This design comes from an exercise in tuning for a short achievable clock period and few clock cycles on the open sky130 flow, not from production work.
The RTL was checked by simulation tests, not by an equivalence proof against the original design.
No activity file was given, so power comes from the tool's default toggle rates.

## flow/design.v (module list and top-level ports; edited modules follow where they fit)
// module add_32: 6 lines
// module MUX2T1_32: 7 lines
// module MUX8T1_32: 22 lines
// module REG32: 11 lines
// module cmp_32: 30 lines
// module ImmGen: 26 lines
// module Regs: 26 lines
// module REG_IF_IS: 24 lines
// module FU_ALU: 82 lines
// module FU_mem: 50 lines
// module mul_csa1: 121 lines
// module mul_csa2: 33 lines
// module FU_div: 48 lines
// module FU_jump: 33 lines
// module CtrlUnit: 500 lines
// module RV32core: 398 lines
// module lzc32: 15 lines
module  RV32core(
        input clk,   
        input rst,   
        output[31:0] imem_addr,
        input[31:0] imem_data,
        output[31:0] dmem_addr,
        output[31:0] dmem_wdata,
        output dmem_we,
        output[1:0] dmem_size,
        input[31:0] dmem_rdata
    );
  // ...
==> flow/run.sh <==
#!/bin/bash
# synth_recipe.tcl (not shown) runs the flow's synth.tcl, then flattens the netlist and writes it again
# the make line also repeats each setting of config.mk as NAME=value (left out here)
make -C /OpenROAD-flow-scripts/flow DESIGN_CONFIG=/design/flow/config.mk WORK_HOME=/design/flow/orfs CLKGATE_MAP_FILE= SYNTH_SCRIPT=/design/flow/synth_recipe.tcl finish
==> flow/config.mk <==
export PLATFORM = sky130hd
export DESIGN_NAME = RV32core
export DESIGN_NICKNAME = RV32core
export VERILOG_FILES = /design/flow/design.v
export SDC_FILE = /design/flow/constraint.sdc
export NUM_CORES = 4
export LEC_CHECK = 0
export ABC_CLOCK_PERIOD_IN_PS = 3000
export CAP_MARGIN = 20
export CELL_PAD_IN_SITES_DETAIL_PLACEMENT = 1
export CELL_PAD_IN_SITES_GLOBAL_PLACEMENT = 2
export CORE_MARGIN = 2
export CORE_UTILIZATION = 45
export PLACE_DENSITY = 0.6
export SETUP_SLACK_MARGIN = 5
export SLEW_MARGIN = 20
export SYNTH_MEMORY_MAX_BITS = 16384
==> flow/constraint.sdc <==
create_clock -name core_clock -period 12.0 [get_ports {clk}]
set_input_delay 2.4000 -clock core_clock [delete_from_list [all_inputs] [get_ports {clk}]]
set_output_delay 2.4000 -clock core_clock [all_outputs]
set_load 0.01 [all_outputs]
==> qor.yml, run 1 <==
route:
  drc: 0
  antenna_left: 0
power_and_ir_drop:
  swShare: 0.476
  pg_comb_uw: 39300
  pg_clk_uw: 11700
  seqPwrFrac: 0.265
floorplan:
  nWellTaps: 5687
  rows: 240
  initial_core_util: 0.453
  die_x_um: 660
hold_path:
  min_to: "m_bpc[12]"
clocking:
  cts_root_buf: "clkbuf_16"
  cts_inserted_buffers: 370
  ctsHoldBuffers: 0
  clkSinkCount: 3370
  htreeDepth: 5
timing:
  rsz0062_at_grt: "false"
  drv_slew: 0
  min_period_ps: 6780
final_layout:
  clk_share: 0.0573
  n_clock_buffer: 448
  register_area_mm2: 0.0941
  layout_common_cells: "2560 x edfxtp_1, 1633 x nor2_1, 1554 x inv_1"
yosys:
  synthAdderAreaFrac: 0.152
  synth-xor-area-share: 0.0246
  synth_top_cell_area_share: 0.397
  yosysMostFrequentCell: "edfxtp_1"
  synthArstFlopShare: 0.0591
  syn_inst: 15200
worst_setup_path:
  max_stage_delay_ps: 720
  r2r_cells: 19
  cp_top_family: "buffers and inverters"
outcome:
  status: "finished clean"
place:
  dp_cells: 20500
  routabilityCongestion: 0.979
Testbench counts, summed over its fixed seeds: cycles 53,700.
==> module RV32core, before the edit <==
module  RV32core(
        input clk,   
        input rst,   
        output[31:0] imem_addr,
        input[31:0] imem_data,
        output[31:0] dmem_addr,
        output[31:0] dmem_wdata,
        output dmem_we,
        output[1:0] dmem_size,
        input[31:0] dmem_rdata
    );
    reg [31:0] pc_f;
    assign imem_addr = pc_f;
    reg        d_v;
    reg [31:0] d_ir, d_pc;
    reg        d_fhit, d_ft, d_fact;      
    reg [31:0] d_ftgt;                    
    reg        e_v, e_wen;
    reg [4:0]  e_rd;
    reg [31:0] e_a, e_b, e_sd, e_c, e_tgt, e_pc4;
    reg        e_fa_em, e_fa_mw, e_fb_em, e_fb_mw, e_fs_em, e_fs_mw;
    reg        e_sub, e_r_sum, e_r_slt, e_r_sltu, e_r_xor, e_r_or, e_r_and, e_r_sll, e_r_sr, e_r_pass;
    reg        e_sra;
    reg        e_ld, e_st, e_br, e_jal, e_jalr, e_mul, e_div, e_pred;
    reg [31:0] e_pc;
    reg        e_jp;                      
    reg [31:0] e_jc;                      
    reg [2:0]  e_f3;
    reg        m_v, m_wen, m_ld, m_mul, m_mulhi, m_inr, m_we;
    reg [4:0]  m_rd;
    reg [2:0]  m_f3;
    reg [31:0] m_res, m_sd;
    reg [511:0] m_rows;
    reg        m_bu, m_bt;                
    reg [31:0] m_bpc, m_btgt;
    reg        w_v, w_wen, w_mul, w_mulhi;
    reg [4:0]  w_rd;
    reg [31:0] w_res;
    reg [63:0] w_ms, w_mc;
    reg [31:0] rf [1:31];
    reg [31:1] rf_ok;
    reg [127:0] bp_v;
    reg [7:0]   bp_e [0:127];             
    wire m_bloc = (m_btgt[31:9] == m_bpc[31:9]) & (m_btgt[1:0] == 2'd0) & (m_bpc[1:0] == 2'd0);
    always @(posedge clk or posedge rst) begin
        if (rst) bp_v <= 128'd0;
        else if (m_bu & m_bloc) bp_v[m_bpc[8:2]] <= 1'b1;
    end
    always @(posedge clk) begin
        if (m_bu & m_bloc) bp_e[m_bpc[8:2]] <= {m_bt, m_btgt[8:2]};
    end
    wire [6:0]  f_i = pc_f[8:2];
    genvar h;
    generate
        for (h = 0; h < 64; h = h + 1) begin : bt1
            wire [8:0] x = f_i[0] ? {bp_v[2*h+1], bp_e[2*h+1]} : {bp_v[2*h], bp_e[2*h]};
        end
        for (h = 0; h < 32; h = h + 1) begin : bt2
            wire [8:0] x = f_i[1] ? bt1[2*h+1].x : bt1[2*h].x;
        end
        for (h = 0; h < 16; h = h + 1) begin : bt3
            wire [8:0] x = f_i[2] ? bt2[2*h+1].x : bt2[2*h].x;
        end
        for (h = 0; h < 8; h = h + 1) begin : bt4
            wire [8:0] x = f_i[3] ? bt3[2*h+1].x : bt3[2*h].x;
        end
        for (h = 0; h < 4; h = h + 1) begin : bt5
            wire [8:0] x = f_i[4] ? bt4[2*h+1].x : bt4[2*h].x;
        end
        for (h = 0; h < 2; h = h + 1) begin : bt6
            wire [8:0] x = f_i[5] ? bt5[2*h+1].x : bt5[2*h].x;
        end
    endgenerate
    wire [8:0]  f_e = f_i[6] ? bt6[1].x : bt6[0].x;
    wire        f_v     = f_e[8] & (pc_f[1:0] == 2'd0);
    wire        f_t     = f_e[7];
    wire        f_act   = f_v & f_t;
    wire [31:0] f_tgt   = {pc_f[31:9], f_e[6:0], 2'b00};
    wire [63:0] w_prod = w_ms + w_mc;
    wire [31:0] w_val = w_mul ? (w_mulhi ? w_prod[63:32] : w_prod[31:0]) : w_res;
    wire        w_we = w_v & w_wen;
    always @(posedge clk or posedge rst) begin
        if (rst) rf_ok <= 31'd0;
        else if (w_we) rf_ok[w_rd] <= 1'b1;
    end
    always @(posedge clk) begin
        if (w_we) rf[w_rd] <= w_val;
    end
    wire [6:0] opc = d_ir[6:0];
    wire [2:0] f3  = d_ir[14:12];
    wire [4:0] rd  = d_ir[11:7];
    wire [4:0] rs1 = d_ir[19:15];
    wire [4:0] rs2 = d_ir[24:20];
    wire is_lui   = opc == 7'b0110111;
    wire is_auipc = opc == 7'b0010111;
    wire is_jal   = opc == 7'b1101111;
    wire is_jalr  = opc == 7'b1100111;
    wire is_br    = opc == 7'b1100011;
    wire is_ld    = opc == 7'b0000011;
    wire is_st    = opc == 7'b0100011;
    wire is_opi   = opc == 7'b0010011;
    wire is_op    = opc == 7'b0110011;
    wire is_md    = is_op & d_ir[25];
    wire is_mul   = is_md & ~f3[2];
    wire is_div   = is_md & f3[2];
    wire is_alu   = is_opi | (is_op & ~d_ir[25]);
    wire [31:0] imm_i = {{20{d_ir[31]}}, d_ir[31:20]};
    wire [31:0] imm_s = {{20{d_ir[31]}}, d_ir[31:25], d_ir[11:7]};
    wire [31:0] imm_b = {{19{d_ir[31]}}, d_ir[31], d_ir[7], d_ir[30:25], d_ir[11:8], 1'b0};
    wire [31:0] imm_u = {d_ir[31:12], 12'b0};
    wire [31:0] imm_j = {{11{d_ir[31]}}, d_ir[31], d_ir[19:12], d_ir[20], d_ir[30:21], 1'b0};
    wire use1 = ~(is_lui | is_auipc | is_jal);
    wire use2 = is_op | is_st | is_br;
    wire wrd  = is_lui | is_auipc | is_jal | is_jalr | is_ld | is_opi | is_op;
    wire wen  = wrd & (rd != 5'd0);
    genvar g;
    generate
        for (g = 0; g < 16; g = g + 1) begin : ra1
            wire [32:0] p = (g == 0) ? (rs1[0] ? {rf_ok[1], rf[1]} : 33'd0) :
                            (rs1[0] ? {rf_ok[2*g+1], rf[2*g+1]} : {rf_ok[2*g], rf[2*g]});
            wire [32:0] q = (g == 0) ? (rs2[0] ? {rf_ok[1], rf[1]} : 33'd0) :
                            (rs2[0] ? {rf_ok[2*g+1], rf[2*g+1]} : {rf_ok[2*g], rf[2*g]});
        end
        for (g = 0; g < 8; g = g + 1) begin : ra2
            wire [32:0] p = rs1[1] ? ra1[2*g+1].p : ra1[2*g].p;
            wire [32:0] q = rs2[1] ? ra1[2*g+1].q : ra1[2*g].q;
        end
        for (g = 0; g < 4; g = g + 1) begin : ra3
            wire [32:0] p = rs1[2] ? ra2[2*g+1].p : ra2[2*g].p;
            wire [32:0] q = rs2[2] ? ra2[2*g+1].q : ra2[2*g].q;
        end
        for (g = 0; g < 2; g = g + 1) begin : ra4
            wire [32:0] p = rs1[3] ? ra3[2*g+1].p : ra3[2*g].p;
            wire [32:0] q = rs2[3] ? ra3[2*g+1].q : ra3[2*g].q;
        end
    endgenerate
    wire [32:0] rfp = rs1[4] ? ra4[1].p : ra4[0].p;
    wire [32:0] rfq = rs2[4] ? ra4[1].q : ra4[0].q;
    wire [31:0] rf1 = rfp[31:0] & {32{rfp[32]}};
    wire [31:0] rf2 = rfq[31:0] & {32{rfq[32]}};
    wire wt1 = w_we & (w_rd == rs1);
    wire wt2 = w_we & (w_rd == rs2);
    wire [31:0] rv1 = wt1 ? w_val : rf1;
    wire [31:0] rv2 = wt2 ? w_val : rf2;
    wire fe1 = e_v & e_wen & (e_rd == rs1);
    wire fe2 = e_v & e_wen & (e_rd == rs2);
    wire fm1 = m_v & m_wen & (m_rd == rs1);
    wire fm2 = m_v & m_wen & (m_rd == rs2);
    wire slow_e = e_ld | e_mul;
    wire hz = d_v & ((e_v & slow_e & e_wen & ((use1 & e_rd == rs1) | (use2 & e_rd == rs2))) |
                     (m_v & m_mul & m_wen & ((use1 & m_rd == rs1) | (use2 & m_rd == rs2))));
    wire pred_br = d_fhit ? d_ft : (d_ir[31] | f3[0]);
    wire pred_d  = is_jal | (is_br & pred_br);
    wire [31:0] d_off = is_auipc ? imm_u : is_jal ? imm_j : imm_b;
    wire [31:0] d_tgt = d_pc + d_off;
    wire [31:0] d_pc4 = d_pc + 32'd4;
    wire e_busy;
    wire [31:0] div_out;
    wire [31:0] ea = e_fa_em ? m_res : e_fa_mw ? w_res : e_a;
    wire [31:0] eb = e_fb_em ? m_res : e_fb_mw ? w_res : e_b;
    wire [31:0] es = e_fs_em ? m_res : e_fs_mw ? w_res : e_sd;
    wire [31:0] ebx = e_sub ? ~eb : eb;
    wire [32:0] esum33 = {1'b0, ea} + {1'b0, ebx} + {32'd0, e_sub};
    wire [31:0] esum = esum33[31:0];
    wire e_eq  = ea == eb;
    wire e_ltu = ~esum33[32];
    wire e_lt  = (ea[31] ^ eb[31]) ? ea[31] : esum[31];
    wire [31:0] e_shl = ea << eb[4:0];
    wire [63:0] e_shr64 = {{32{e_sra & ea[31]}}, ea} >> eb[4:0];
    wire [31:0] e_shr = e_shr64[31:0];
    wire [31:0] e_res = ({32{e_r_sum}}  & esum) |
                        ({32{e_r_slt}}  & {31'd0, e_lt}) |
                        ({32{e_r_sltu}} & {31'd0, e_ltu}) |
                        ({32{e_r_xor}}  & (ea ^ eb)) |
                        ({32{e_r_or}}   & (ea | eb)) |
                        ({32{e_r_and}}  & (ea & eb)) |
                        ({32{e_r_sll}}  & e_shl) |
                        ({32{e_r_sr}}   & e_shr) |
                        ({32{e_r_pass}} & e_c) |
                        ({32{e_div}}    & div_out);
    wire e_cond  = e_f3[2] ? (e_f3[1] ? e_ltu : e_lt) : e_eq;
    wire e_taken = e_cond ^ e_f3[0];
    wire e_jok   = e_jp & (ea == e_jc);
    wire redir_e = e_v & ((e_jalr & ~e_jok) | (e_br & (e_taken ^ e_pred)));
    wire [31:0] tgt_e = e_jalr ? esum : (e_taken ? e_tgt : e_pc4);
    wire [511:0] mul_rows;
    mul_csa1 mul1(.a(ea), .b(eb), .sa(~(e_f3[1] & e_f3[0])), .sb(~e_f3[1]), .rows(mul_rows));
    reg [1:0]  dv_st;            
    reg [31:0] dv_a, dv_b;       
    reg [5:0]  dv_lza, dv_lzb;   
    reg [4:0]  dv_n;             
    reg [31:0] dv_q, dv_r;
    reg [33:0] dv_d3;
    reg        dv_nq, dv_nr, dv_rem;
    wire e_dv = e_v & e_div;
    wire dv_sa = ~e_f3[0] & ea[31];
    wire dv_sb = ~e_f3[0] & eb[31];
    wire [31:0] dv_ma = dv_sa ? -ea : ea;
    wire [31:0] dv_mb = dv_sb ? -eb : eb;
    wire dv_bz = ~|eb;
    wire [5:0] lza_raw, lzb_raw;
    lzc32 lzc_a(.x(dv_sa ? ~ea : ea), .n(lza_raw));
    lzc32 lzc_b(.x(dv_sb ? ~eb : eb), .n(lzb_raw));
    wire [5:0] lza = (dv_sa && lza_raw != 6'd0) ? lza_raw - 6'd1 : lza_raw;
    wire [5:0] lzb = (dv_sb && lzb_raw == 6'd32) ? 6'd31 : lzb_raw;    
    wire [6:0] dv_s  = 7'd31 - {1'b0, dv_lzb} + {1'b0, dv_lza};
    wire [5:0] dv_sc = dv_s[5] ? 6'd32 : {1'b0, dv_s[4:1], 1'b0};
    wire [63:0] dv_sh = {32'd0, dv_a} << dv_sc;
    wire [4:0] dv_nn = 5'd16 - dv_sc[5:1];
    wire [33:0] dv_r4 = {dv_r, dv_q[31:30]};
    wire [34:0] dv_t1 = {1'b0, dv_r4} - {3'd0, dv_b};
    wire [34:0] dv_t2 = {1'b0, dv_r4} - {2'd0, dv_b, 1'b0};
    wire [34:0] dv_t3 = {1'b0, dv_r4} - {1'b0, dv_d3};
    assign e_busy = e_dv & (dv_st != 2'd3);
    wire [31:0] dv_qo = dv_nq ? -dv_q : dv_q;
    wire [31:0] dv_ro = dv_nr ? -dv_r : dv_r;
    assign div_out = dv_rem ? dv_ro : dv_qo;
    always @(posedge clk or posedge rst) begin
        if (rst) dv_st <= 2'd0;
        else case (dv_st)
            2'd0: if (e_dv) dv_st <= dv_bz ? 2'd3 : 2'd1;
            2'd1: dv_st <= dv_s[5] ? 2'd3 : 2'd2;
            2'd2: if (dv_n == 5'd1) dv_st <= 2'd3;
            default: dv_st <= 2'd0;
        endcase
    end
    always @(posedge clk) begin
        case (dv_st)
            2'd0: begin
                dv_r <= dv_ma;
                dv_q <= 32'hffffffff;
                dv_a <= dv_ma;
                dv_b <= dv_mb;
                dv_lza <= lza;
                dv_lzb <= lzb;
                dv_nq <= (dv_sa ^ dv_sb) & ~dv_bz;
                dv_nr <= dv_sa;
                dv_rem <= e_f3[1];
            end
            2'd1: begin
                dv_r <= dv_sh[63:32];
                dv_q <= dv_sh[31:0];
                dv_n <= dv_nn;
                dv_d3 <= {2'd0, dv_b} + {1'b0, dv_b, 1'b0};
            end
            2'd2: begin
                dv_n <= dv_n - 5'd1;
                if (~dv_t3[34]) begin
                    dv_r <= dv_t3[31:0];
                    dv_q <= {dv_q[29:0], 2'd3};
                end
                else if (~dv_t2[34]) begin
                    dv_r <= dv_t2[31:0];
                    dv_q <= {dv_q[29:0], 2'd2};
                end
                else if (~dv_t1[34]) begin
                    dv_r <= dv_t1[31:0];
                    dv_q <= {dv_q[29:0], 2'd1};
                end
                else begin
                    dv_r <= dv_r4[31:0];
                    dv_q <= {dv_q[29:0], 2'd0};
                end
            end
            default: ;
        endcase
    end
    wire [31:0] m_ld_val =
        ~m_inr ? 32'd0 :
        m_f3[1] ? dmem_rdata :
        m_f3[0] ? {m_f3[2] ? 16'd0 : {16{dmem_rdata[15]}}, dmem_rdata[15:0]} :
                  {m_f3[2] ? 24'd0 : {24{dmem_rdata[7]}}, dmem_rdata[7:0]};
    wire [63:0] m_ms, m_mc;
    mul_csa2 mul2(.rows(m_rows), .s(m_ms), .c(m_mc));
    assign dmem_addr  = m_res;
    assign dmem_wdata = m_sd;
    assign dmem_size  = m_f3[1:0];
    assign dmem_we    = m_we;
    wire stall_d = e_busy | hz;
    wire redir_d = d_v & ~stall_d & ((is_jal | is_br) ? ((pred_d ^ d_fact) | (pred_d & ~d_fhit)) :
                                     (~is_jalr & d_fact));
    wire [31:0] tgt_d = pred_d ? d_tgt : d_pc4;
    always @(posedge clk or posedge rst) begin
        if (rst) begin
            pc_f <= 32'd0;
            d_v <= 1'b0;
        end
        else if (redir_e) begin
            pc_f <= tgt_e;
            d_v <= 1'b0;
        end
        else if (~stall_d) begin
            if (redir_d) begin
                pc_f <= tgt_d;
                d_v <= 1'b0;
            end
            else begin
                pc_f <= f_act ? f_tgt : pc_f + 32'd4;
                d_v <= 1'b1;
            end
        end
    end
    always @(posedge clk) begin
        if (~redir_e & ~stall_d & ~redir_d) begin
            d_ir <= imem_data;
            d_pc <= pc_f;
            d_fhit <= f_v;
            d_ft <= f_t;
            d_fact <= f_act;
            d_ftgt <= f_tgt;
        end
    end
    always @(posedge clk or posedge rst) begin
        if (rst) e_v <= 1'b0;
        else if (~e_busy) e_v <= d_v & ~hz & ~redir_e;
    end
    always @(posedge clk) begin
        if (~e_busy) begin
            e_wen <= wen;
            e_rd <= rd;
            e_a <= rv1;
            e_b <= use2 & ~is_st ? rv2 : is_st ? imm_s : imm_i;
            e_sd <= rv2;
            e_c <= is_lui ? imm_u : is_auipc ? d_tgt : d_pc4;
            e_tgt <= d_tgt;
            e_pc4 <= d_pc4;
            e_fa_em <= use1 & fe1;
            e_fa_mw <= use1 & fm1;
            e_fb_em <= use2 & ~is_st & fe2;
            e_fb_mw <= use2 & ~is_st & fm2;
            e_fs_em <= fe2;
            e_fs_mw <= fm2;
            e_sub <= is_br | (is_op & f3 == 3'd0 & d_ir[30]) | ((is_op | is_opi) & f3[2:1] == 2'b01);
            e_r_sum <= is_ld | is_st | (is_alu & f3 == 3'd0);
            e_r_slt <= is_alu & f3 == 3'd2;
            e_r_sltu <= is_alu & f3 == 3'd3;
            e_r_xor <= is_alu & f3 == 3'd4;
            e_r_or <= is_alu & f3 == 3'd6;
            e_r_and <= is_alu & f3 == 3'd7;
            e_r_sll <= is_alu & f3 == 3'd1;
            e_r_sr <= is_alu & f3 == 3'd5;
            e_r_pass <= is_lui | is_auipc | is_jal | is_jalr;
            e_sra <= d_ir[30];
            e_ld <= is_ld;
            e_st <= is_st;
            e_br <= is_br;
            e_jalr <= is_jalr;
            e_mul <= is_mul;
            e_div <= is_div;
            e_pred <= pred_br;
            e_jal <= is_jal;
            e_pc <= d_pc;
            e_jp <= d_fact & d_fhit;
            e_jc <= d_ftgt - imm_i;
            e_f3 <= f3;
        end
    end
    always @(posedge clk or posedge rst) begin
        if (rst) begin
            m_v <= 1'b0;
            m_we <= 1'b0;
            m_bu <= 1'b0;
        end
        else begin
            m_v <= e_v & ~e_busy;
            m_bu <= e_v & (e_br | e_jal | e_jalr);
            m_we <= e_v & ~e_busy & e_st & ~|esum[31:7];
        end
    end
    always @(posedge clk) begin
        m_wen <= e_wen;
        m_rd <= e_rd;
        m_ld <= e_ld;
        m_mul <= e_mul;
        m_mulhi <= e_f3 != 3'd0;
        m_inr <= ~|esum[31:7];
        m_f3 <= e_f3;
        m_res <= e_res;
        m_sd <= es;
        m_rows <= mul_rows;
        m_bt <= e_taken | e_jal | e_jalr;
        m_bpc <= e_pc;
        m_btgt <= e_jalr ? esum : e_tgt;
    end
    always @(posedge clk or posedge rst) begin
        if (rst) w_v <= 1'b0;
        else w_v <= m_v;
    end
    always @(posedge clk) begin
        w_wen <= m_wen;
        w_rd <= m_rd;
        w_mul <= m_mul;
        w_mulhi <= m_mulhi;
        w_res <= m_ld ? m_ld_val : m_res;
        w_ms <= m_ms;
        w_mc <= m_mc;
    end
endmodule
==> run 2, diff against run 1 <==
--- a/flow/design.v
+++ b/flow/design.v
@@ -1049,10 +1049,12 @@
     reg [31:0] d_ir, d_pc;
     reg        d_fhit, d_ft, d_fact;      
     reg [31:0] d_ftgt;                    
+    reg [31:0] d_off, d_pc4;              
     reg        e_v, e_wen;
     reg [4:0]  e_rd;
     reg [31:0] e_a, e_b, e_sd, e_c, e_tgt, e_pc4;
     reg        e_fa_em, e_fa_mw, e_fb_em, e_fb_mw, e_fs_em, e_fs_mw;
+    reg        e_xa_em, e_xa_mw, e_xb_em, e_xb_mw;    
     reg        e_sub, e_r_sum, e_r_slt, e_r_sltu, e_r_xor, e_r_or, e_r_and, e_r_sll, e_r_sr, e_r_pass;
     reg        e_sra;
     reg        e_ld, e_st, e_br, e_jal, e_jalr, e_mul, e_div, e_pred;
@@ -1060,7 +1062,7 @@
     reg        e_jp;                      
     reg [31:0] e_jc;                      
     reg [2:0]  e_f3;
-    reg        m_v, m_wen, m_ld, m_mul, m_mulhi, m_inr, m_we;
+    reg        m_v, m_wen, m_ld, m_mul, m_mulhi, m_we;
     reg [4:0]  m_rd;
     reg [2:0]  m_f3;
     reg [31:0] m_res, m_sd;
@@ -1140,9 +1142,7 @@
     wire is_alu   = is_opi | (is_op & ~d_ir[25]);
     wire [31:0] imm_i = {{20{d_ir[31]}}, d_ir[31:20]};
     wire [31:0] imm_s = {{20{d_ir[31]}}, d_ir[31:25], d_ir[11:7]};
-    wire [31:0] imm_b = {{19{d_ir[31]}}, d_ir[31], d_ir[7], d_ir[30:25], d_ir[11:8], 1'b0};
     wire [31:0] imm_u = {d_ir[31:12], 12'b0};
-    wire [31:0] imm_j = {{11{d_ir[31]}}, d_ir[31], d_ir[19:12], d_ir[20], d_ir[30:21], 1'b0};
     wire use1 = ~(is_lui | is_auipc | is_jal);
     wire use2 = is_op | is_st | is_br;
     wire wrd  = is_lui | is_auipc | is_jal | is_jalr | is_ld | is_opi | is_op;
@@ -1185,14 +1185,14 @@
                      (m_v & m_mul & m_wen & ((use1 & m_rd == rs1) | (use2 & m_rd == rs2))));
     wire pred_br = d_fhit ? d_ft : (d_ir[31] | f3[0]);
     wire pred_d  = is_jal | (is_br & pred_br);
-    wire [31:0] d_off = is_auipc ? imm_u : is_jal ? imm_j : imm_b;
     wire [31:0] d_tgt = d_pc + d_off;
-    wire [31:0] d_pc4 = d_pc + 32'd4;
     wire e_busy;
     wire [31:0] div_out;
     wire [31:0] ea = e_fa_em ? m_res : e_fa_mw ? w_res : e_a;
     wire [31:0] eb = e_fb_em ? m_res : e_fb_mw ? w_res : e_b;
     wire [31:0] es = e_fs_em ? m_res : e_fs_mw ? w_res : e_sd;
+    wire [31:0] xa = e_xa_em ? m_res : e_xa_mw ? w_res : e_a;
+    wire [31:0] xb = e_xb_em ? m_res : e_xb_mw ? w_res : e_b;
     wire [31:0] ebx = e_sub ? ~eb : eb;
     wire [32:0] esum33 = {1'b0, ea} + {1'b0, ebx} + {32'd0, e_sub};
     wire [31:0] esum = esum33[31:0];
@@ -1218,7 +1218,7 @@
     wire redir_e = e_v & ((e_jalr & ~e_jok) | (e_br & (e_taken ^ e_pred)));
     wire [31:0] tgt_e = e_jalr ? esum : (e_taken ? e_tgt : e_pc4);
     wire [511:0] mul_rows;
-    mul_csa1 mul1(.a(ea), .b(eb), .sa(~(e_f3[1] & e_f3[0])), .sb(~e_f3[1]), .rows(mul_rows));
+    mul_csa1 mul1(.a(xa), .b(xb), .sa(~(e_f3[1] & e_f3[0])), .sb(~e_f3[1]), .rows(mul_rows));
     reg [1:0]  dv_st;            
     reg [31:0] dv_a, dv_b;       
     reg [5:0]  dv_lza, dv_lzb;   
@@ -1227,14 +1227,14 @@
     reg [33:0] dv_d3;
     reg        dv_nq, dv_nr, dv_rem;
     wire e_dv = e_v & e_div;
-    wire dv_sa = ~e_f3[0] & ea[31];
-    wire dv_sb = ~e_f3[0] & eb[31];
-    wire [31:0] dv_ma = dv_sa ? -ea : ea;
-    wire [31:0] dv_mb = dv_sb ? -eb : eb;
-    wire dv_bz = ~|eb;
+    wire dv_sa = ~e_f3[0] & xa[31];
+    wire dv_sb = ~e_f3[0] & xb[31];
+    wire [31:0] dv_ma = dv_sa ? -xa : xa;
+    wire [31:0] dv_mb = dv_sb ? -xb : xb;
+    wire dv_bz = ~|xb;
     wire [5:0] lza_raw, lzb_raw;
-    lzc32 lzc_a(.x(dv_sa ? ~ea : ea), .n(lza_raw));
-    lzc32 lzc_b(.x(dv_sb ? ~eb : eb), .n(lzb_raw));
+    lzc32 lzc_a(.x(dv_sa ? ~xa : xa), .n(lza_raw));
+    lzc32 lzc_b(.x(dv_sb ? ~xb : xb), .n(lzb_raw));
     wire [5:0] lza = (dv_sa && lza_raw != 6'd0) ? lza_raw - 6'd1 : lza_raw;
     wire [5:0] lzb = (dv_sb && lzb_raw == 6'd32) ? 6'd31 : lzb_raw;    
     wire [6:0] dv_s  = 7'd31 - {1'b0, dv_lzb} + {1'b0, dv_lza};
@@ -1299,6 +1299,7 @@
             default: ;
         endcase
     end
+    wire m_inr = ~|m_res[31:7];
     wire [31:0] m_ld_val =
         ~m_inr ? 32'd0 :
         m_f3[1] ? dmem_rdata :
@@ -1309,7 +1310,12 @@
     assign dmem_addr  = m_res;
     assign dmem_wdata = m_sd;
     assign dmem_size  = m_f3[1:0];
-    assign dmem_we    = m_we;
+    assign dmem_we    = m_we & m_inr;
+    wire [31:0] f_pc4 = pc_f + 32'd4;
+    wire [6:0]  f_opc = imem_data[6:0];
+    wire [31:0] f_off = (f_opc == 7'b0010111) ? {imem_data[31:12], 12'b0} :
+                        (f_opc == 7'b1101111) ? {{11{imem_data[31]}}, imem_data[31], imem_data[19:12], imem_data[20], imem_data[30:21], 1'b0} :
+                        {{19{imem_data[31]}}, imem_data[31], imem_data[7], imem_data[30:25], imem_data[11:8], 1'b0};
     wire stall_d = e_busy | hz;
     wire redir_d = d_v & ~stall_d & ((is_jal | is_br) ? ((pred_d ^ d_fact) | (pred_d & ~d_fhit)) :
                                      (~is_jalr & d_fact));
@@ -1329,15 +1335,17 @@
                 d_v <= 1'b0;
             end
             else begin
-                pc_f <= f_act ? f_tgt : pc_f + 32'd4;
+                pc_f <= f_act ? f_tgt : f_pc4;
                 d_v <= 1'b1;
             end
         end
     end
     always @(posedge clk) begin
-        if (~redir_e & ~stall_d & ~redir_d) begin
+        if (~stall_d) begin
             d_ir <= imem_data;
             d_pc <= pc_f;
+            d_pc4 <= f_pc4;
+            d_off <= f_off;
             d_fhit <= f_v;
             d_ft <= f_t;
             d_fact <= f_act;
@@ -1364,6 +1372,10 @@
             e_fb_mw <= use2 & ~is_st & fm2;
             e_fs_em <= fe2;
             e_fs_mw <= fm2;
+            e_xa_em <= is_md & fe1;
+            e_xa_mw <= is_md & fm1;
+            e_xb_em <= is_md & fe2;
+            e_xb_mw <= is_md & fm2;
             e_sub <= is_br | (is_op & f3 == 3'd0 & d_ir[30]) | ((is_op | is_opi) & f3[2:1] == 2'b01);
             e_r_sum <= is_ld | is_st | (is_alu & f3 == 3'd0);
             e_r_slt <= is_alu & f3 == 3'd2;
@@ -1398,7 +1410,7 @@
         else begin
             m_v <= e_v & ~e_busy;
             m_bu <= e_v & (e_br | e_jal | e_jalr);
-            m_we <= e_v & ~e_busy & e_st & ~|esum[31:7];
+            m_we <= e_v & ~e_busy & e_st;
         end
     end
     always @(posedge clk) begin
@@ -1407,7 +1419,6 @@
         m_ld <= e_ld;
         m_mul <= e_mul;
         m_mulhi <= e_f3 != 3'd0;
-        m_inr <= ~|esum[31:7];
         m_f3 <= e_f3;
         m_res <= e_res;
         m_sd <= es;
==> run 2 against run 1 <==
  * Sequential power down 5%
  * Sequential share of layout area down 0.11 points
  * Wire length up 0.80%
  * Critical endpoint is now pc_f[17]
  * Largest cell class unchanged
==> qor.yml, run 2 <==
outcome:
  status: "finished clean"  # unchanged
route:
  drt_iter0_drc: 14000  # was 13000
  wl_um: 784000  # was 778000 µm
  antenna_left: 0  # unchanged
  vias: 135000  # was 132000
  avgRoutedWirePerCell_um: 35.8  # was 36.5 µm
  drt_pass1_iterations: 8  # was 5
  routed_via_density: 6.18  # was 6.17
  drc: 0  # unchanged
floorplan:
  core-area_mm2: 0.438  # was 0.428 mm²
  die_h_um: 667  # was 660 µm
  pin_count: 165  # unchanged
  rows: 243  # was 240
  initial_core_util: 0.452  # was 0.453
  die_x_um: 667  # was 660 µm
  die_area_mm2: 0.445  # was 0.436 mm²
global_routing:
  grt_busiest_layer: "met2"  # unchanged
  overflow: 0  # unchanged
  grt_pass1_wl_um: 1100000  # was 1090000 µm
  antenna_found_initial: 45  # was 62
  first_global_vias: 142000  # was 140000
  grt_use_met2: 0.543  # was 0.567
  use_met3: 0.0614  # was 0.0586
  grt_max_degree: 167  # was 160
  grt_util_met1: 0.479  # was 0.455
  grtUsageTotal: 0.350  # was 0.356
place:
  dp_cells: 21100  # was 20500
  hpwl_um: 555000  # was 553000 µm
  portBuffers: 164  # unchanged
  pre_cts_ws_ps: 4990  # was 3710 ps
  routabilityCongestion: 0.945  # was 0.979
power_and_ir_drop:
  p_leak_uw: 0.0840  # was 0.0823 µW
  pwr-share-comb: 0.461  # was 0.566
  p_int_uw: 31800  # was 36400 µW
  seqPwrFrac: 0.318  # was 0.265
  switchingPower_uw: 23300  # was 33100 µW
  ir_worst_vdd_v: 0.000344  # was 0.000297 V
  p_clk_frac: 0.221  # was 0.169
  swShare: 0.423  # was 0.476
  p_per_area_mw_per_mm2: 250  # was 322 mW/mm²
worst_setup_path:
  crit_type: "reg -> reg"  # unchanged
  worstPathMaxFanout: 41  # was 36
  required_ps: 12860  # was 12810 ps
  path_buf_inv: 5  # unchanged
  crit_chain: "buf_6 > mux2_2 > o21ai_4 > buf_4 > buf_4 > nor2_1 > a21oi_1 > fa_1 > nor2b_1 > o31a_1 > o211ai_1 > a21oi_1 > nor2_1 > a211o_1 > a32o_1 > nor2_1 > o31ai_2 > a21oi_4 > buf_6 > xnor3_1 > a22oi_4 > buf_6 > mux2_2"  # was clkbuf_8 > mux2i_1 > o21a_2 > buf_4 > inv_2 > ha_1 > a21oi_1 > nor3b_1 > o31ai_1 > a211o_1 > o31ai_2 > o21ai_1 > mux2i_1 > a211o_2 > buf_6 > nand4b_1 > o221ai_4 > clkbuf_8 > mux2_1
  max_stage_delay_ps: 430  # was 720 ps
  worstPathArrival_ps: 7540  # was 7590 ps
  r2r_cells: 23  # was 19
  r2r-end: "pc_f[17]"  # was pc_f[28]
  reg2reg_slack_ps: 5320  # was 5220 ps
  cp.depth: 23  # was 19
  crit_end: "pc_f[17]"  # was pc_f[28]
  cp-start-kind: "flip-flop"  # unchanged
  cp_top_family: "compound AO/OA/AOI/OAI gates"  # was buffers and inverters
  startpoint: "e_fb_mw"  # was e_fa_mw
  crit_slowest_cell: "mux2_2"  # was buf_4
  critPathCaptureType: "flip-flop"  # unchanged
  r2r-start: "e_fb_mw"  # was e_fa_mw
yosys:
  syn_inst: 15600  # was 15200
  synthSimpleGateAreaFrac: 0.0800  # was 0.0729
  yosysSeqAreaShare: 0.485  # was 0.486
  yosysWarnings: 1  # unchanged
  synthAdderAreaFrac: 0.148  # was 0.152
  synth.distinct_cells: 113  # was 103
  post-synth-top-area-cell: "edfxtp_1"  # unchanged
  syn_area_mm2: 0.198  # was 0.194 mm²
  ys_ff_latch: 3433  # was 3370
  yosysMostFrequentCell: "edfxtp_1"  # unchanged
  synth_top_cell_area_share: 0.398  # was 0.397
  synth_top_family_by_area: "adder cells"  # unchanged
  synth-compound-area-share: 0.0778  # was 0.0816
  synth.area.mux_share: 0.138  # was 0.135
  avgSynthCellArea_um2: 12.7  # was 12.8 µm²
  synthArstFlopShare: 0.0580  # was 0.0591
  yosys-top-cells-count: "2624 x edfxtp_1, 1717 x nor2_1, 1538 x inv_1"  # was 2560 x edfxtp_1, 1668 x nor2_1, 1564 x inv_1
  synth-xor-area-share: 0.0238  # was 0.0246
  ys.flop_type: "edfxtp_1"  # unchanged
  syn_nets: 17300  # was 16900
  synthTopCellsByArea: "edfxtp_1 40%, fa_1 11%, mux4_2 11%"  # was edfxtp_1 40%, fa_1 12%, mux4_2 11%
  synth_edf_count: 2624  # was 2560
final_layout:
  fillers: 43700  # was 42800
  fin_nets: 17400  # was 16900
  fin_util: 0.503  # was 0.504
  post_layout_nonfiller_instances: 21900  # was 21300
  final_common_cell: "edfxtp_1"  # unchanged
  largest_register_ffs: 1024  # unchanged
  syn_to_final_growth_pct: 11.4  # was 11.3%
  drive_above_1_share: 0.142  # about the same
  layout_common_cells: "2624 x edfxtp_1, 1684 x nor2_1, 1532 x inv_1"  # was 2560 x edfxtp_1, 1633 x nor2_1, 1554 x inv_1
timing:
  period_share: 0.557  # was 0.565
  tightest_slew_ps: 1230  # was 1280 ps
  finalHoldViolations: 0  # unchanged
  fin_hold_ws_ps: 328  # was 334 ps
  rsz0062_at_grt: "false"  # unchanged
  timing.fmax_mhz: 150  # was 147 MHz
  fin_skew_ps: 103  # was 104 ps
  slew_headroom: 0.159  # was 0.138
  final.setup.worst_slack_ps: 5320  # was 5220 ps
  drv_slew: 0  # unchanged
  fin_setup_tns_ps: 0  # unchanged
  setup_violations: 0  # unchanged
  min_period_ps: 6680  # was 6780 ps
hold_path:
  hold_class: "reg -> reg"  # unchanged
clocking:
  post-cts-setup-buffers: 0  # was 7
  clkSinkCount: 3433  # was 3370
  clk_latency_ps: 1030  # was 1010 ps
  htreeDepth: 5  # unchanged
  cts_buffer_depth: 4  # unchanged
  cts.clk_slew.worst_paths_ps: 60  # about the same
  cts_root_buf: "clkbuf_16"  # unchanged
  cts_tree: "done"  # unchanged
  cts_inserted_buffers: 384  # was 370
job:
  maxCapViolCount: 0  # unchanged
==> run 2: final cells by class <==
type | instances | area [µm²] | area share
inverters | 1544 | 5810 | 0.0263
clock inverters | 211 | 2460 | 0.0112
well taps | 5880 | 7360 | 0.0334
flip-flops and latches | 3433 | 96000 | 0.435
repair buffers | 551 | 4760 | 0.0216
multi-input cells | 9727 | 93700 | 0.425
diodes | 21 | 52.6 | 0.000238
clock buffers | 507 | 10400 | 0.0473
==> run 2: worst register-to-register path, cell delays in order, from the launching register on <==
cell	delay, ps
edfxtp_1	360
buf_6	390
mux2_2	460
o21ai_4	120
buf_4	380
buf_4	410
nor2_1	110
a21oi_1	200
fa_1	250
nor2b_1	70
o31a_1	360
o211ai_1	280
a21oi_1	120
nor2_1	290
a211o_1	220
a32o_1	260
nor2_1	110
o31ai_2	400
a21oi_4	50
buf_6	250
xnor3_1	300
a22oi_4	390
buf_6	370
mux2_2	400
==> run 2: what timing repair did <==
action                                  4_1_cts  5_1_grt
pin swaps                                     1        0
gates cloned                                  1        0
hold buffers                                  0        0
endpoints found under the setup margin        1       25
gates resized for setup                       0        5
==> run 2: kinds of logic (layout without fill, tap and decap cells) <==
family          Yosys count  count (layout)
buf+inv                2450            2813
flops                  3433            3433
compound gates         2406            2407
mux                    1478            1478
simple gates           3642            3642
fa+ha+maj              1664            1664
other cells               0              21
xor+xnor                536             536
==> run 2: worst min path at each step <==
stage	from	end	cells past startpoint
floorplan	m_mulhi	w_mulhi	0
global placement	m_mulhi	w_mulhi	0
detailed placement	e_pc[19]	m_bpc[19]	0
CTS	m_mulhi	w_mulhi	0
global route	m_mulhi	w_mulhi	0
finish	m_mulhi	w_mulhi	0
==> run 2: power by group through the flow <==
stage | clock, µW | combinational [µW] | sequential (µW)
global route | 12700 | 27500 | 17700
CTS | 12400 | 25300 | 17500
finish | 12200 | 25400 | 17500
global placement | 0 | 24600 | 17700
floorplan | 0 | 15500 | 16800
detailed placement | 0 | 25100 | 17800
==> run 2: layer usage <==
layer  wire length [µm]  up-vias
met5                 97        -
met4              45100       14
met3              59300     1366
met2             356000     5768
met1             323000    72100
li1                   -    55900
==> run 2: stage by stage <==
stage	power (µW)	cell area, µm²
after floorplan	32300	198000
after global placement	42400	207000
after detailed placement	42800	207000
after CTS	55200	220000
after global routing	57900	221000
final	55100	221000
Testbench counts of run 2, summed over its fixed seeds: cycles 53,700.
==> module mul_csa1, before the edit <==
module mul_csa1(
    input[31:0] a, b,
    input sa, sb,           
    output[511:0] rows
);
    wire[63:0] A = {{32{sa & a[31]}}, a};
    wire b32 = sb & b[31];
    wire [63:0] pp0 = {64{b[0]}} & (A << 0);
    wire [63:0] pp1 = {64{b[1]}} & (A << 1);
    wire [63:0] pp2 = {64{b[2]}} & (A << 2);
    wire [63:0] pp3 = {64{b[3]}} & (A << 3);
    wire [63:0] pp4 = {64{b[4]}} & (A << 4);
    wire [63:0] pp5 = {64{b[5]}} & (A << 5);
    wire [63:0] pp6 = {64{b[6]}} & (A << 6);
    wire [63:0] pp7 = {64{b[7]}} & (A << 7);
    wire [63:0] pp8 = {64{b[8]}} & (A << 8);
    wire [63:0] pp9 = {64{b[9]}} & (A << 9);
    wire [63:0] pp10 = {64{b[10]}} & (A << 10);
    wire [63:0] pp11 = {64{b[11]}} & (A << 11);
    wire [63:0] pp12 = {64{b[12]}} & (A << 12);
    wire [63:0] pp13 = {64{b[13]}} & (A << 13);
    wire [63:0] pp14 = {64{b[14]}} & (A << 14);
    wire [63:0] pp15 = {64{b[15]}} & (A << 15);
    wire [63:0] pp16 = {64{b[16]}} & (A << 16);
    wire [63:0] pp17 = {64{b[17]}} & (A << 17);
    wire [63:0] pp18 = {64{b[18]}} & (A << 18);
    wire [63:0] pp19 = {64{b[19]}} & (A << 19);
    wire [63:0] pp20 = {64{b[20]}} & (A << 20);
    wire [63:0] pp21 = {64{b[21]}} & (A << 21);
    wire [63:0] pp22 = {64{b[22]}} & (A << 22);
    wire [63:0] pp23 = {64{b[23]}} & (A << 23);
    wire [63:0] pp24 = {64{b[24]}} & (A << 24);
    wire [63:0] pp25 = {64{b[25]}} & (A << 25);
    wire [63:0] pp26 = {64{b[26]}} & (A << 26);
    wire [63:0] pp27 = {64{b[27]}} & (A << 27);
    wire [63:0] pp28 = {64{b[28]}} & (A << 28);
    wire [63:0] pp29 = {64{b[29]}} & (A << 29);
    wire [63:0] pp30 = {64{b[30]}} & (A << 30);
    wire [63:0] pp31 = {64{b[31]}} & (A << 31);
    wire [63:0] pp32 = {64{b32}} & ~(A << 32);
    wire [63:0] pp33 = {63'd0, b32};
    wire [63:0] l0_s0 = pp0 ^ pp1 ^ pp2;
    wire [63:0] l0_c0_m = (pp0 & pp1) | (pp0 & pp2) | (pp1 & pp2);
    wire [63:0] l0_c0 = {l0_c0_m[62:0], 1'b0};
    wire [63:0] l0_s1 = pp3 ^ pp4 ^ pp5;
    wire [63:0] l0_c1_m = (pp3 & pp4) | (pp3 & pp5) | (pp4 & pp5);
    wire [63:0] l0_c1 = {l0_c1_m[62:0], 1'b0};
    wire [63:0] l0_s2 = pp6 ^ pp7 ^ pp8;
    wire [63:0] l0_c2_m = (pp6 & pp7) | (pp6 & pp8) | (pp7 & pp8);
    wire [63:0] l0_c2 = {l0_c2_m[62:0], 1'b0};
    wire [63:0] l0_s3 = pp9 ^ pp10 ^ pp11;
    wire [63:0] l0_c3_m = (pp9 & pp10) | (pp9 & pp11) | (pp10 & pp11);
    wire [63:0] l0_c3 = {l0_c3_m[62:0], 1'b0};
    wire [63:0] l0_s4 = pp12 ^ pp13 ^ pp14;
    wire [63:0] l0_c4_m = (pp12 & pp13) | (pp12 & pp14) | (pp13 & pp14);
    wire [63:0] l0_c4 = {l0_c4_m[62:0], 1'b0};
    wire [63:0] l0_s5 = pp15 ^ pp16 ^ pp17;
    wire [63:0] l0_c5_m = (pp15 & pp16) | (pp15 & pp17) | (pp16 & pp17);
    wire [63:0] l0_c5 = {l0_c5_m[62:0], 1'b0};
    wire [63:0] l0_s6 = pp18 ^ pp19 ^ pp20;
    wire [63:0] l0_c6_m = (pp18 & pp19) | (pp18 & pp20) | (pp19 & pp20);
    wire [63:0] l0_c6 = {l0_c6_m[62:0], 1'b0};
    wire [63:0] l0_s7 = pp21 ^ pp22 ^ pp23;
    wire [63:0] l0_c7_m = (pp21 & pp22) | (pp21 & pp23) | (pp22 & pp23);
    wire [63:0] l0_c7 = {l0_c7_m[62:0], 1'b0};
    wire [63:0] l0_s8 = pp24 ^ pp25 ^ pp26;
    wire [63:0] l0_c8_m = (pp24 & pp25) | (pp24 & pp26) | (pp25 & pp26);
    wire [63:0] l0_c8 = {l0_c8_m[62:0], 1'b0};
    wire [63:0] l0_s9 = pp27 ^ pp28 ^ pp29;
    wire [63:0] l0_c9_m = (pp27 & pp28) | (pp27 & pp29) | (pp28 & pp29);
    wire [63:0] l0_c9 = {l0_c9_m[62:0], 1'b0};
    wire [63:0] l0_s10 = pp30 ^ pp31 ^ pp32;
    wire [63:0] l0_c10_m = (pp30 & pp31) | (pp30 & pp32) | (pp31 & pp32);
    wire [63:0] l0_c10 = {l0_c10_m[62:0], 1'b0};
    wire [63:0] l1_s0 = l0_s0 ^ l0_c0 ^ l0_s1;
    wire [63:0] l1_c0_m = (l0_s0 & l0_c0) | (l0_s0 & l0_s1) | (l0_c0 & l0_s1);
    wire [63:0] l1_c0 = {l1_c0_m[62:0], 1'b0};
    wire [63:0] l1_s1 = l0_c1 ^ l0_s2 ^ l0_c2;
    wire [63:0] l1_c1_m = (l0_c1 & l0_s2) | (l0_c1 & l0_c2) | (l0_s2 & l0_c2);
    wire [63:0] l1_c1 = {l1_c1_m[62:0], 1'b0};
    wire [63:0] l1_s2 = l0_s3 ^ l0_c3 ^ l0_s4;
    wire [63:0] l1_c2_m = (l0_s3 & l0_c3) | (l0_s3 & l0_s4) | (l0_c3 & l0_s4);
    wire [63:0] l1_c2 = {l1_c2_m[62:0], 1'b0};
    wire [63:0] l1_s3 = l0_c4 ^ l0_s5 ^ l0_c5;
    wire [63:0] l1_c3_m = (l0_c4 & l0_s5) | (l0_c4 & l0_c5) | (l0_s5 & l0_c5);
    wire [63:0] l1_c3 = {l1_c3_m[62:0], 1'b0};
    wire [63:0] l1_s4 = l0_s6 ^ l0_c6 ^ l0_s7;
    wire [63:0] l1_c4_m = (l0_s6 & l0_c6) | (l0_s6 & l0_s7) | (l0_c6 & l0_s7);
    wire [63:0] l1_c4 = {l1_c4_m[62:0], 1'b0};
    wire [63:0] l1_s5 = l0_c7 ^ l0_s8 ^ l0_c8;
    wire [63:0] l1_c5_m = (l0_c7 & l0_s8) | (l0_c7 & l0_c8) | (l0_s8 & l0_c8);
    wire [63:0] l1_c5 = {l1_c5_m[62:0], 1'b0};
    wire [63:0] l1_s6 = l0_s9 ^ l0_c9 ^ l0_s10;
    wire [63:0] l1_c6_m = (l0_s9 & l0_c9) | (l0_s9 & l0_s10) | (l0_c9 & l0_s10);
    wire [63:0] l1_c6 = {l1_c6_m[62:0], 1'b0};
    wire [63:0] l2_s0 = l1_s0 ^ l1_c0 ^ l1_s1;
    wire [63:0] l2_c0_m = (l1_s0 & l1_c0) | (l1_s0 & l1_s1) | (l1_c0 & l1_s1);
    wire [63:0] l2_c0 = {l2_c0_m[62:0], 1'b0};
    wire [63:0] l2_s1 = l1_c1 ^ l1_s2 ^ l1_c2;
    wire [63:0] l2_c1_m = (l1_c1 & l1_s2) | (l1_c1 & l1_c2) | (l1_s2 & l1_c2);
    wire [63:0] l2_c1 = {l2_c1_m[62:0], 1'b0};
    wire [63:0] l2_s2 = l1_s3 ^ l1_c3 ^ l1_s4;
    wire [63:0] l2_c2_m = (l1_s3 & l1_c3) | (l1_s3 & l1_s4) | (l1_c3 & l1_s4);
    wire [63:0] l2_c2 = {l2_c2_m[62:0], 1'b0};
    wire [63:0] l2_s3 = l1_c4 ^ l1_s5 ^ l1_c5;
    wire [63:0] l2_c3_m = (l1_c4 & l1_s5) | (l1_c4 & l1_c5) | (l1_s5 & l1_c5);
    wire [63:0] l2_c3 = {l2_c3_m[62:0], 1'b0};
    wire [63:0] l2_s4 = l1_s6 ^ l1_c6 ^ l0_c10;
    wire [63:0] l2_c4_m = (l1_s6 & l1_c6) | (l1_s6 & l0_c10) | (l1_c6 & l0_c10);
    wire [63:0] l2_c4 = {l2_c4_m[62:0], 1'b0};
    wire [63:0] l3_s0 = l2_s0 ^ l2_c0 ^ l2_s1;
    wire [63:0] l3_c0_m = (l2_s0 & l2_c0) | (l2_s0 & l2_s1) | (l2_c0 & l2_s1);
    wire [63:0] l3_c0 = {l3_c0_m[62:0], 1'b0};
    wire [63:0] l3_s1 = l2_c1 ^ l2_s2 ^ l2_c2;
    wire [63:0] l3_c1_m = (l2_c1 & l2_s2) | (l2_c1 & l2_c2) | (l2_s2 & l2_c2);
    wire [63:0] l3_c1 = {l3_c1_m[62:0], 1'b0};
    wire [63:0] l3_s2 = l2_s3 ^ l2_c3 ^ l2_s4;
    wire [63:0] l3_c2_m = (l2_s3 & l2_c3) | (l2_s3 & l2_s4) | (l2_c3 & l2_s4);
    wire [63:0] l3_c2 = {l3_c2_m[62:0], 1'b0};
    assign rows = {pp33, l2_c4, l3_c2, l3_s2, l3_c1, l3_s1, l3_c0, l3_s0};
endmodule
==> module mul_csa2, before the edit <==
module mul_csa2(
    input[511:0] rows,
    output[63:0] s, c
);
    wire [63:0] r0 = rows[63:0];
    wire [63:0] r1 = rows[127:64];
    wire [63:0] r2 = rows[191:128];
    wire [63:0] r3 = rows[255:192];
    wire [63:0] r4 = rows[319:256];
    wire [63:0] r5 = rows[383:320];
    wire [63:0] r6 = rows[447:384];
    wire [63:0] r7 = rows[511:448];
    wire [63:0] l4_s0 = r0 ^ r1 ^ r2;
    wire [63:0] l4_c0_m = (r0 & r1) | (r0 & r2) | (r1 & r2);
    wire [63:0] l4_c0 = {l4_c0_m[62:0], 1'b0};
    wire [63:0] l4_s1 = r3 ^ r4 ^ r5;
    wire [63:0] l4_c1_m = (r3 & r4) | (r3 & r5) | (r4 & r5);
    wire [63:0] l4_c1 = {l4_c1_m[62:0], 1'b0};
    wire [63:0] l5_s0 = l4_s0 ^ l4_c0 ^ l4_s1;
    wire [63:0] l5_c0_m = (l4_s0 & l4_c0) | (l4_s0 & l4_s1) | (l4_c0 & l4_s1);
    wire [63:0] l5_c0 = {l5_c0_m[62:0], 1'b0};
    wire [63:0] l5_s1 = l4_c1 ^ r6 ^ r7;
    wire [63:0] l5_c1_m = (l4_c1 & r6) | (l4_c1 & r7) | (r6 & r7);
    wire [63:0] l5_c1 = {l5_c1_m[62:0], 1'b0};
    wire [63:0] l6_s0 = l5_s0 ^ l5_c0 ^ l5_s1;
    wire [63:0] l6_c0_m = (l5_s0 & l5_c0) | (l5_s0 & l5_s1) | (l5_c0 & l5_s1);
    wire [63:0] l6_c0 = {l6_c0_m[62:0], 1'b0};
    wire [63:0] l7_s0 = l6_s0 ^ l6_c0 ^ l5_c1;
    wire [63:0] l7_c0_m = (l6_s0 & l6_c0) | (l6_s0 & l5_c1) | (l6_c0 & l5_c1);
    wire [63:0] l7_c0 = {l7_c0_m[62:0], 1'b0};
    assign s = l7_s0;
    assign c = l7_c0;
endmodule
==> run 3, diff against run 2 <==
--- a/flow/design.v
+++ b/flow/design.v
@@ -296,7 +296,7 @@
 module mul_csa1(
     input[31:0] a, b,
     input sa, sb,           
-    output[511:0] rows
+    output[703:0] rows
 );
     wire[63:0] A = {{32{sa & a[31]}}, a};
     wire b32 = sb & b[31];
@@ -403,19 +403,10 @@
     wire [63:0] l2_s4 = l1_s6 ^ l1_c6 ^ l0_c10;
     wire [63:0] l2_c4_m = (l1_s6 & l1_c6) | (l1_s6 & l0_c10) | (l1_c6 & l0_c10);
     wire [63:0] l2_c4 = {l2_c4_m[62:0], 1'b0};
-    wire [63:0] l3_s0 = l2_s0 ^ l2_c0 ^ l2_s1;
-    wire [63:0] l3_c0_m = (l2_s0 & l2_c0) | (l2_s0 & l2_s1) | (l2_c0 & l2_s1);
-    wire [63:0] l3_c0 = {l3_c0_m[62:0], 1'b0};
-    wire [63:0] l3_s1 = l2_c1 ^ l2_s2 ^ l2_c2;
-    wire [63:0] l3_c1_m = (l2_c1 & l2_s2) | (l2_c1 & l2_c2) | (l2_s2 & l2_c2);
-    wire [63:0] l3_c1 = {l3_c1_m[62:0], 1'b0};
-    wire [63:0] l3_s2 = l2_s3 ^ l2_c3 ^ l2_s4;
-    wire [63:0] l3_c2_m = (l2_s3 & l2_c3) | (l2_s3 & l2_s4) | (l2_c3 & l2_s4);
-    wire [63:0] l3_c2 = {l3_c2_m[62:0], 1'b0};
-    assign rows = {pp33, l2_c4, l3_c2, l3_s2, l3_c1, l3_s1, l3_c0, l3_s0};
+    assign rows = {pp33, l2_c4, l2_s4, l2_c3, l2_s3, l2_c2, l2_s2, l2_c1, l2_s1, l2_c0, l2_s0};
 endmodule
 module mul_csa2(
-    input[511:0] rows,
+    input[703:0] rows,
     output[63:0] s, c
 );
     wire [63:0] r0 = rows[63:0];
@@ -426,17 +417,29 @@
     wire [63:0] r5 = rows[383:320];
     wire [63:0] r6 = rows[447:384];
     wire [63:0] r7 = rows[511:448];
-    wire [63:0] l4_s0 = r0 ^ r1 ^ r2;
-    wire [63:0] l4_c0_m = (r0 & r1) | (r0 & r2) | (r1 & r2);
+    wire [63:0] r8 = rows[575:512];
+    wire [63:0] r9 = rows[639:576];
+    wire [63:0] r10 = rows[703:640];
+    wire [63:0] l3_s0 = r0 ^ r1 ^ r2;
+    wire [63:0] l3_c0_m = (r0 & r1) | (r0 & r2) | (r1 & r2);
+    wire [63:0] l3_c0 = {l3_c0_m[62:0], 1'b0};
+    wire [63:0] l3_s1 = r3 ^ r4 ^ r5;
+    wire [63:0] l3_c1_m = (r3 & r4) | (r3 & r5) | (r4 & r5);
+    wire [63:0] l3_c1 = {l3_c1_m[62:0], 1'b0};
+    wire [63:0] l3_s2 = r6 ^ r7 ^ r8;
+    wire [63:0] l3_c2_m = (r6 & r7) | (r6 & r8) | (r7 & r8);
+    wire [63:0] l3_c2 = {l3_c2_m[62:0], 1'b0};
+    wire [63:0] l4_s0 = l3_s0 ^ l3_c0 ^ l3_s1;
+    wire [63:0] l4_c0_m = (l3_s0 & l3_c0) | (l3_s0 & l3_s1) | (l3_c0 & l3_s1);
     wire [63:0] l4_c0 = {l4_c0_m[62:0], 1'b0};
-    wire [63:0] l4_s1 = r3 ^ r4 ^ r5;
-    wire [63:0] l4_c1_m = (r3 & r4) | (r3 & r5) | (r4 & r5);
+    wire [63:0] l4_s1 = l3_c1 ^ l3_s2 ^ l3_c2;
+    wire [63:0] l4_c1_m = (l3_c1 & l3_s2) | (l3_c1 & l3_c2) | (l3_s2 & l3_c2);
     wire [63:0] l4_c1 = {l4_c1_m[62:0], 1'b0};
     wire [63:0] l5_s0 = l4_s0 ^ l4_c0 ^ l4_s1;
     wire [63:0] l5_c0_m = (l4_s0 & l4_c0) | (l4_s0 & l4_s1) | (l4_c0 & l4_s1);
     wire [63:0] l5_c0 = {l5_c0_m[62:0], 1'b0};
-    wire [63:0] l5_s1 = l4_c1 ^ r6 ^ r7;
-    wire [63:0] l5_c1_m = (l4_c1 & r6) | (l4_c1 & r7) | (r6 & r7);
+    wire [63:0] l5_s1 = l4_c1 ^ r9 ^ r10;
+    wire [63:0] l5_c1_m = (l4_c1 & r9) | (l4_c1 & r10) | (r9 & r10);
     wire [63:0] l5_c1 = {l5_c1_m[62:0], 1'b0};
     wire [63:0] l6_s0 = l5_s0 ^ l5_c0 ^ l5_s1;
     wire [63:0] l6_c0_m = (l5_s0 & l5_c0) | (l5_s0 & l5_s1) | (l5_c0 & l5_s1);
@@ -1055,6 +1058,7 @@
     reg [31:0] e_a, e_b, e_sd, e_c, e_tgt, e_pc4;
     reg        e_fa_em, e_fa_mw, e_fb_em, e_fb_mw, e_fs_em, e_fs_mw;
     reg        e_xa_em, e_xa_mw, e_xb_em, e_xb_mw;    
+    reg        e_ca_em, e_ca_mw, e_cb_em, e_cb_mw;    
     reg        e_sub, e_r_sum, e_r_slt, e_r_sltu, e_r_xor, e_r_or, e_r_and, e_r_sll, e_r_sr, e_r_pass;
     reg        e_sra;
     reg        e_ld, e_st, e_br, e_jal, e_jalr, e_mul, e_div, e_pred;
@@ -1066,7 +1070,7 @@
     reg [4:0]  m_rd;
     reg [2:0]  m_f3;
     reg [31:0] m_res, m_sd;
-    reg [511:0] m_rows;
+    reg [703:0] m_rows;
     reg        m_bu, m_bt;                
     reg [31:0] m_bpc, m_btgt;
     reg        w_v, w_wen, w_mul, w_mulhi;
@@ -1183,9 +1187,9 @@
     wire slow_e = e_ld | e_mul;
     wire hz = d_v & ((e_v & slow_e & e_wen & ((use1 & e_rd == rs1) | (use2 & e_rd == rs2))) |
                      (m_v & m_mul & m_wen & ((use1 & m_rd == rs1) | (use2 & m_rd == rs2))));
+    wire [31:0] d_tgt = d_pc + d_off;
     wire pred_br = d_fhit ? d_ft : (d_ir[31] | f3[0]);
     wire pred_d  = is_jal | (is_br & pred_br);
-    wire [31:0] d_tgt = d_pc + d_off;
     wire e_busy;
     wire [31:0] div_out;
     wire [31:0] ea = e_fa_em ? m_res : e_fa_mw ? w_res : e_a;
@@ -1196,15 +1200,19 @@
     wire [31:0] ebx = e_sub ? ~eb : eb;
     wire [32:0] esum33 = {1'b0, ea} + {1'b0, ebx} + {32'd0, e_sub};
     wire [31:0] esum = esum33[31:0];
-    wire e_eq  = ea == eb;
-    wire e_ltu = ~esum33[32];
-    wire e_lt  = (ea[31] ^ eb[31]) ? ea[31] : esum[31];
+    wire e_ltu_s = ~esum33[32];
+    wire e_lt_s  = (ea[31] ^ eb[31]) ? ea[31] : esum[31];
+    wire [31:0] ca = e_ca_em ? m_res : e_ca_mw ? w_res : e_a;
+    wire [31:0] cb = e_cb_em ? m_res : e_cb_mw ? w_res : e_b;
+    wire e_eq  = ca == cb;
+    wire e_ltu = ca < cb;
+    wire e_lt  = (ca[31] ^ cb[31]) ? ca[31] : (ca[30:0] < cb[30:0]);
     wire [31:0] e_shl = ea << eb[4:0];
     wire [63:0] e_shr64 = {{32{e_sra & ea[31]}}, ea} >> eb[4:0];
     wire [31:0] e_shr = e_shr64[31:0];
     wire [31:0] e_res = ({32{e_r_sum}}  & esum) |
-                        ({32{e_r_slt}}  & {31'd0, e_lt}) |
-                        ({32{e_r_sltu}} & {31'd0, e_ltu}) |
+                        ({32{e_r_slt}}  & {31'd0, e_lt_s}) |
+                        ({32{e_r_sltu}} & {31'd0, e_ltu_s}) |
                         ({32{e_r_xor}}  & (ea ^ eb)) |
                         ({32{e_r_or}}   & (ea | eb)) |
                         ({32{e_r_and}}  & (ea & eb)) |
@@ -1216,12 +1224,13 @@
     wire e_taken = e_cond ^ e_f3[0];
     wire e_jok   = e_jp & (ea == e_jc);
     wire redir_e = e_v & ((e_jalr & ~e_jok) | (e_br & (e_taken ^ e_pred)));
-    wire [31:0] tgt_e = e_jalr ? esum : (e_taken ? e_tgt : e_pc4);
-    wire [511:0] mul_rows;
+    wire [31:0] tgt_e = e_jalr ? esum : (e_pred ? e_pc4 : e_tgt);
+    wire [703:0] mul_rows;
     mul_csa1 mul1(.a(xa), .b(xb), .sa(~(e_f3[1] & e_f3[0])), .sb(~e_f3[1]), .rows(mul_rows));
     reg [1:0]  dv_st;            
     reg [31:0] dv_a, dv_b;       
     reg [5:0]  dv_lza, dv_lzb;   
+    reg        dv_na, dv_nb;     
     reg [4:0]  dv_n;             
     reg [31:0] dv_q, dv_r;
     reg [33:0] dv_d3;
@@ -1235,9 +1244,9 @@
     wire [5:0] lza_raw, lzb_raw;
     lzc32 lzc_a(.x(dv_sa ? ~xa : xa), .n(lza_raw));
     lzc32 lzc_b(.x(dv_sb ? ~xb : xb), .n(lzb_raw));
-    wire [5:0] lza = (dv_sa && lza_raw != 6'd0) ? lza_raw - 6'd1 : lza_raw;
-    wire [5:0] lzb = (dv_sb && lzb_raw == 6'd32) ? 6'd31 : lzb_raw;    
-    wire [6:0] dv_s  = 7'd31 - {1'b0, dv_lzb} + {1'b0, dv_lza};
+    wire [5:0] lza = (dv_na && dv_lza != 6'd0) ? dv_lza - 6'd1 : dv_lza;
+    wire [5:0] lzb = (dv_nb && dv_lzb == 6'd32) ? 6'd31 : dv_lzb;      
+    wire [6:0] dv_s  = 7'd31 - {1'b0, lzb} + {1'b0, lza};
     wire [5:0] dv_sc = dv_s[5] ? 6'd32 : {1'b0, dv_s[4:1], 1'b0};
     wire [63:0] dv_sh = {32'd0, dv_a} << dv_sc;
     wire [4:0] dv_nn = 5'd16 - dv_sc[5:1];
@@ -1265,8 +1274,10 @@
                 dv_q <= 32'hffffffff;
                 dv_a <= dv_ma;
                 dv_b <= dv_mb;
-                dv_lza <= lza;
-                dv_lzb <= lzb;
+                dv_lza <= lza_raw;
+                dv_lzb <= lzb_raw;
+                dv_na <= dv_sa;
+                dv_nb <= dv_sb;
                 dv_nq <= (dv_sa ^ dv_sb) & ~dv_bz;
                 dv_nr <= dv_sa;
                 dv_rem <= e_f3[1];
@@ -1376,6 +1387,10 @@
             e_xa_mw <= is_md & fm1;
             e_xb_em <= is_md & fe2;
             e_xb_mw <= is_md & fm2;
+            e_ca_em <= is_br & fe1;
+            e_ca_mw <= is_br & fm1;
+            e_cb_em <= is_br & fe2;
+            e_cb_mw <= is_br & fm2;
             e_sub <= is_br | (is_op & f3 == 3'd0 & d_ir[30]) | ((is_op | is_opi) & f3[2:1] == 2'b01);
             e_r_sum <= is_ld | is_st | (is_alu & f3 == 3'd0);
             e_r_slt <= is_alu & f3 == 3'd2;
==> run 3 against run 2 <==
  * Still clean on timing, DRC and antenna
  * Critical path type unchanged
  * Sequential cell count grew 96
  * Power grew 6.4%
  * Count of clock-buffer cells in the layout grew 8
==> qor.yml, run 3 <==
clocking:
  cts_inserted_buffers: 393  # was 384
  clk_latency_ps: 1030  # about the same
  cts_buffer_depth: 4  # unchanged
  cts_root_buf: "clkbuf_16"  # unchanged
final_layout:
  syn_to_final_growth_pct: 11.1  # was 11.4%
  drive_above_1_share: 0.141  # was 0.142
  final_common_cell: "edfxtp_1"  # unchanged
  layout_common_cells: "2629 x edfxtp_1, 1723 x nor2_1, 1587 x inv_1"  # was 2624 x edfxtp_1, 1684 x nor2_1, 1532 x inv_1
  fin_nets: 17800  # was 17400
yosys:
  yosysSeqAreaShare: 0.485  # about the same
  syn_nets: 17800  # was 17300
  yosysWarnings: 1  # unchanged
  avgSynthCellArea_um2: 12.6  # was 12.7 µm²
  yosys-top-cells-count: "2629 x edfxtp_1, 1757 x nor2_1, 1591 x inv_1"  # was 2624 x edfxtp_1, 1717 x nor2_1, 1538 x inv_1
  synthArstFlopShare: 0.0564  # was 0.0580
  ys.flop_type: "edfxtp_1"  # unchanged
  syn_inst: 16000  # was 15600
hold_path:
  hold_class: "reg -> reg"  # unchanged
worst_setup_path:
  cp-start-kind: "flip-flop"  # unchanged
  crit_slowest_cell: "nor4_1"  # was mux2_2
  worstPathArrival_ps: 7270  # was 7540 ps
  reg2reg_slack_ps: 5440  # was 5320 ps
  r2r_cells: 21  # was 23
  startpoint: "dv_lzb[0]"  # was e_fb_mw
  path_buf_inv: 5  # unchanged
  r2r-start: "dv_lzb[0]"  # was e_fb_mw
place:
  routabilityCongestion: 0.954  # was 0.945
  placed_area_mm2: 0.211  # was 0.207 mm²
  hpwl_um: 563000  # was 555000 µm
route:
  drt_iter0_drc: 15000  # was 14000
  avgRoutedWirePerCell_um: 35.5  # was 35.8 µm
  drt_pass1_iterations: 6  # was 8
  drc: 0  # unchanged
  antenna_left: 0  # unchanged
timing:
  timing.fmax_mhz: 152  # was 150 MHz
  finalHoldViolations: 0  # unchanged
  fin_setup_tns_ps: 0  # unchanged
  fin_skew_ps: 90.4  # was 103 ps
  tightest_slew_ps: 1230  # about the same
floorplan:
  core-area_mm2: 0.448  # was 0.438 mm²
  die_area_mm2: 0.454  # was 0.445 mm²
  die_x_um: 674  # was 667 µm
  die_h_um: 674  # was 667 µm
power_and_ir_drop:
  p_per_area_mw_per_mm2: 261  # was 250 mW/mm²
outcome:
  status: "finished clean"  # unchanged
global_routing:
  first_global_vias: 147000  # was 142000
  overflow: 0  # unchanged
  grt_max_degree: 160  # was 167
job:
  maxCapViolCount: 0  # unchanged
run 3: worst min path at each step:
| stage | from | end | slack, ps |
|---|---|---|---|
| floorplan | m_mulhi | w_mulhi | 310 |
| global placement | e_pc[28] | m_bpc[28] | 320 |
| detailed placement | m_mulhi | w_mulhi | 320 |
| CTS | e_pc[29] | m_bpc[29] | 340 |
| global route | e_pc[5] | m_bpc[5] | 350 |
| finish | e_pc[14] | m_bpc[14] | 340 |
run 3: metal layers:
metal / part of all wire / vias to the layer above / track usage / routed length, µm
met5: 0.00020 / - / 0 / 155
met4: 0.064 / 20 / 0.187 / 51100
met3: 0.070 / 1630 / 0.0516 / 55800
met2: 0.46 / 5955 / 0.554 / 369000
met1: 0.40 / 73800 / 0.464 / 319000
li1: - / 57400 / - / -
run 3: timing repair:
action,CTS,global route
setup buffers,0,2
endpoints found under the setup margin,0,4
gates resized for setup,0,2
run 3: where the power goes:
| part | switching [µW] | internal [µW] | leakage (µW) | total (µW) |
|---|---|---|---|---|
| Combinational | 18400 | 10100 | 0.0475 | 28500 |
| Sequential | 1970 | 15900 | 0.0335 | 17900 |
| Clock | 5300 | 6990 | 0.00631 | 12300 |
run 3: kinds of logic (layout without fill, tap and decap cells):
group                    after synthesis  count (layout)  share of synthesized area
other                                  0              34                          0
XOR/XNOR                             551             551                     0.0240
adder cells (fa/ha/maj)             1696            1696                      0.147
flip-flops                          3529            3529                      0.485
buffers and inverters               2566            2926                     0.0495
AND/OR/NAND/NOR                     3521            3521                     0.0748
AO/OA/AOI/OAI                       2645            2645                     0.0842
multiplexers                        1519            1519                      0.135
run 3: layout make-up:
class	count	area, µm²
fillers	44900	223000
flip-flops and latches	3529	98000
multi-input cells	9932	95000
clock buffers	515	10700
well taps	5952	7450
inverters	1602	6020
repair buffers	600	5060
clock inverters	209	2160
diodes	34	85.1
run 3: through the flow:
stage,utilization,hold WS [ps]
2_1_floorplan,-,310
3_3_place_gp,0.472,325
3_5_place_dp,0.472,324
4_1_cts,0.501,342
5_1_grt,0.501,345
6_report,0.501,342
Testbench counts of run 3, summed over its fixed seeds: cycles 53,700.

Check on run 3: ideal ports give 5.438 ns setup slack; a clkbuf_16 on the clock port and buf_2 on the inputs give 5.438 ns; moving port delays by the midpoint clock arrival (1.110 ns) as well gives 5.438 ns.
